From an optimization exercise on the open Yosys and OpenROAD flow, aimed at small area, a short achievable clock period and few clock cycles per item; shortcuts taken in it are not production practice. Where RTL was checked, it was by simulation tests only, not by an equivalence proof against the original.

// matrixMultiplier
module matrixMultiplier(input st, rst, clk, input [7:0] data_in, output done, output [7:0] dataout);
clock: 10.0 ns
lec_check: 0
abc_clock_period_in_ps: 3000
cap_margin: 20
core_margin: 2
core_utilization: 40
cts_buf_list: sky130_fd_sc_hd__clkbuf_16
cts_cluster_diameter: 100
cts_cluster_size: 30
slew_margin: 20
standard.sh (not shown) runs the stock make flow with config.mk's settings and CLKGATE_MAP_FILE= SYNTH_SCRIPT=/design/flow/synth_recipe.tcl, a recipe that flattens the netlist after the stock synthesis.
==> flow/flow/run.sh <==
#!/bin/bash
# Own layout flow: the standard ORFS flow (standard.sh, unchanged synthesis),
# with the port buffers made of sky130_fd_sc_hd__buf_2 instead of the default
# delay-cell buffers and a larger setup-repair margin.  Every make step writes
# its own log under orfs/logs/; make's own output goes to standard.log.
set -euo pipefail
export BUFFER_PORTS_ARGS="-buffer_cell sky130_fd_sc_hd__buf_2"
export SETUP_SLACK_MARGIN=7.0
bash standard.sh > standard.log 2>&1
Testbench counts at the start, summed over its fixed seeds: cycles 7,680, items 160.
Edit:
--- a/flow/design.v
+++ b/flow/design.v
@@ -1,53 +1,50 @@
 module matrixMultiplier(input st, rst, clk, input [7:0] data_in, output done, output [7:0] dataout);
   reg run, wt, done_r;
-  reg [3:0] u;             
+  reg [5:0] t;             
   reg [2:0] ph;            
   wire start = wt & ~st;
   always @(posedge clk or posedge rst)
     if (rst) begin run <= 1'b0; wt <= 1'b0; done_r <= 1'b0; end
     else begin
       wt <= wt ? st : (~run & st);
-      run <= start | (run & ~((u == 4'd15) & ph[0]));    
-      done_r <= run & (u == 4'd5) & ph[2];               
+      run <= start | (run & (t != 6'd45));
+      done_r <= run & (t == 6'd17);
     end
   assign done = done_r;
   always @(posedge clk) begin
-    u <= start ? 4'd0 : u + {3'd0, ph[2]};
+    t <= start ? 6'd0 : t + 6'd1;
     ph <= start ? 3'b001 : {ph[1:0], ph[2]};    
   end
   reg [7:0] ra0,ra1,ra2,ra3,ra4,ra5,ra6,ra7,ra8;
   reg [7:0] rb0,rb1,rb2,rb3,rb4,rb5,rb6,rb7,rb8;
-  wire lda = (u < 4'd3);                 
-  wire ldb = (u >= 4'd3) & (u < 4'd6);   
+  wire lda = (t < 6'd9);
+  wire ldb = (t >= 6'd9) & (t < 6'd18);
   always @(posedge clk) begin
     ra0 <= lda ? data_in : ra8;
     {ra8,ra7,ra6,ra5,ra4,ra3,ra2,ra1} <= {ra7,ra6,ra5,ra4,ra3,ra2,ra1,ra0};
     rb0 <= ldb ? data_in : rb8;
     {rb8,rb7,rb6,rb5,rb4,rb3,rb2,rb1} <= {rb7,rb6,rb5,rb4,rb3,rb2,rb1,rb0};
   end
   reg [2:0] sa;
   reg [4:0] sb;
-  wire ke = ph[1];
+  wire ke = ph[2];
   always @(posedge clk) begin
-    if (start) begin sa <= 3'd2; sb <= 5'd4; end
+    if (start) begin sa <= 3'd2; sb <= 5'd8; end
     else begin
       if (ke & ~sb[2]) sa <= {sa[1:0], sa[2]};
       sb <= ke ? {sb[1], sb[0], sb[2], 2'b00} : {1'b0, sb[4:1]};
     end
   end
-  reg [7:0] ar, br;
-  always @(posedge clk) begin
-    ar <= ({8{sa[0]}} & ra1) | ({8{sa[1]}} & ra4) | ({8{sa[2]}} & ra7);
-    br <= ({8{sb[0]}} & rb0) | ({8{sb[1]}} & rb2) | ({8{sb[2]}} & rb4) | ({8{sb[3]}} & rb6) | ({8{sb[4]}} & rb8);
-  end
+  wire [7:0] ar = ({8{sa[0]}} & ra2) | ({8{sa[1]}} & ra5) | ({8{sa[2]}} & ra8);
+  wire [7:0] br = ({8{sb[0]}} & rb1) | ({8{sb[1]}} & rb3) | ({8{sb[2]}} & rb5) | ({8{sb[3]}} & rb7) | ({8{sb[4]}} & rb0);
   wire pp0_0 = ar[0] & br[0];
   wire pp0_1 = ar[1] & br[0];
   wire pp0_2 = ar[2] & br[0];
   wire pp0_3 = ar[3] & br[0];
   wire pp0_4 = ar[4] & br[0];
   wire pp0_5 = ar[5] & br[0];
   wire pp0_6 = ar[6] & br[0];
   wire pp0_7 = ar[7] & br[0];
   wire pp1_0 = ar[0] & br[1];
   wire pp1_1 = ar[1] & br[1];
   wire pp1_2 = ar[2] & br[1];
@@ -189,24 +186,23 @@
   wire n83 = pp6_7 ^ pp7_6 ^ n60;
   wire n84 = (pp6_7 & pp7_6) | (pp6_7 & n60) | (pp7_6 & n60);
   reg [14:0] cs0;
   reg [13:0] cs1;
   always @(posedge clk) begin
     cs0 <= {pp7_7, n82, n80, n78, n76, n74, n72, n70, n68, n66, n64, n62, pp2_0, pp0_1, pp0_0};
     cs1 <= {n84, n83, n81, n79, n77, n75, n73, n71, n69, n67, n65, n63, n61, pp1_0};
   end
   wire [15:0] x0 = {1'b0, cs0[14], cs0[13], cs0[12], cs0[11], cs0[10], cs0[9], cs0[8], cs0[7], cs0[6], cs0[5], cs0[4], cs0[3], cs0[2], cs0[1], cs0[0]};
   wire [15:0] x1 = {1'b0, cs1[13], cs1[12], cs1[11], cs1[10], cs1[9], cs1[8], cs1[7], cs1[6], cs1[5], cs1[4], cs1[3], cs1[2], cs1[1], cs1[0], 1'b0};
   reg [16:0] acc;
-  reg [7:0] lo, mid;       
-  reg [1:0] hi;
+  reg [17:0] res;
   wire last = ph[0];       
   wire [17:0] sum;
   wire s0 = acc[0] ^ x0[0] ^ x1[0];
   wire c0 = (acc[0] & x0[0]) | (acc[0] & x1[0]) | (x0[0] & x1[0]);
   wire s1 = acc[1] ^ x0[1] ^ x1[1];
   wire c1 = (acc[1] & x0[1]) | (acc[1] & x1[1]) | (x0[1] & x1[1]);
   wire s2 = acc[2] ^ x0[2] ^ x1[2];
   wire c2 = (acc[2] & x0[2]) | (acc[2] & x1[2]) | (x0[2] & x1[2]);
   wire s3 = acc[3] ^ x0[3] ^ x1[3];
   wire c3 = (acc[3] & x0[3]) | (acc[3] & x1[3]) | (x0[3] & x1[3]);
   wire s4 = acc[4] ^ x0[4] ^ x1[4];
@@ -339,17 +335,15 @@
   assign sum[9] = kp9_0 ^ kG8_25;
   assign sum[10] = kp10_0 ^ kG9_19;
   assign sum[11] = kp11_0 ^ kG10_26;
   assign sum[12] = kp12_0 ^ kG11_17;
   assign sum[13] = kp13_0 ^ kG12_27;
   assign sum[14] = kp14_0 ^ kG13_20;
   assign sum[15] = kp15_0 ^ kG14_28;
   assign sum[16] = kp16_0 ^ kG15_16;
   assign sum[17] = kp17_0 ^ kG16_29;
   always @(posedge clk) begin
     acc <= last ? 17'd0 : sum[16:0];
-    lo <= last ? sum[7:0] : mid;
-    mid <= last ? sum[15:8] : {6'd0, hi};
-    hi <= sum[17:16];
+    res <= last ? sum : {8'd0, res[17:8]};
   end
-  assign dataout = lo;
+  assign dataout = res[7:0];
 endmodule
After rerunning: The changed run finished clean; final area fell by 0.58%; area after synthesis drops by 1.7%; wire length is higher by 4.9%; synthesized cell count goes up by 3.6%; via count goes up by 1.8%.
Only the layout flow was run in the second run of this note; the RTL was not checked for function there.

[port drivers added, routing unchanged]
The flow's constraints put no driver on any port. The routed layouts listed below were extracted and timed again, unchanged, in two steps.
Step 1: set_driving_cell puts a clkbuf_16 on clk and a buf_2 on each other input, an assumption about the parent block.
Step 2 adds t to the input delays and takes it off the output delays; t is the mean of the earliest and latest rising clock arrival at the registers after step 1. Input paths then give back, and output paths get back, about the clock's delay inside the block.
a / b / c = ideal ports / drivers / drivers and shift; a / b = the first two.
| run | shift t [ns] | setup slack, ns | worst register clock-pin slew, ns | worst slew at a driven data input, ns | cell pins on the clock port's net |
|---|---|---|---|---|---|
| the first run | 0.504 | 7.017 / 6.978 / 7.130 | 0.11 / 0.11 | 0.03 | 1 |
| the second run | 0.499 | 6.846 / 6.846 / 6.846 | 0.10 / 0.10 | 0.03 | 1 |
After both steps every run listed still meets setup and hold.
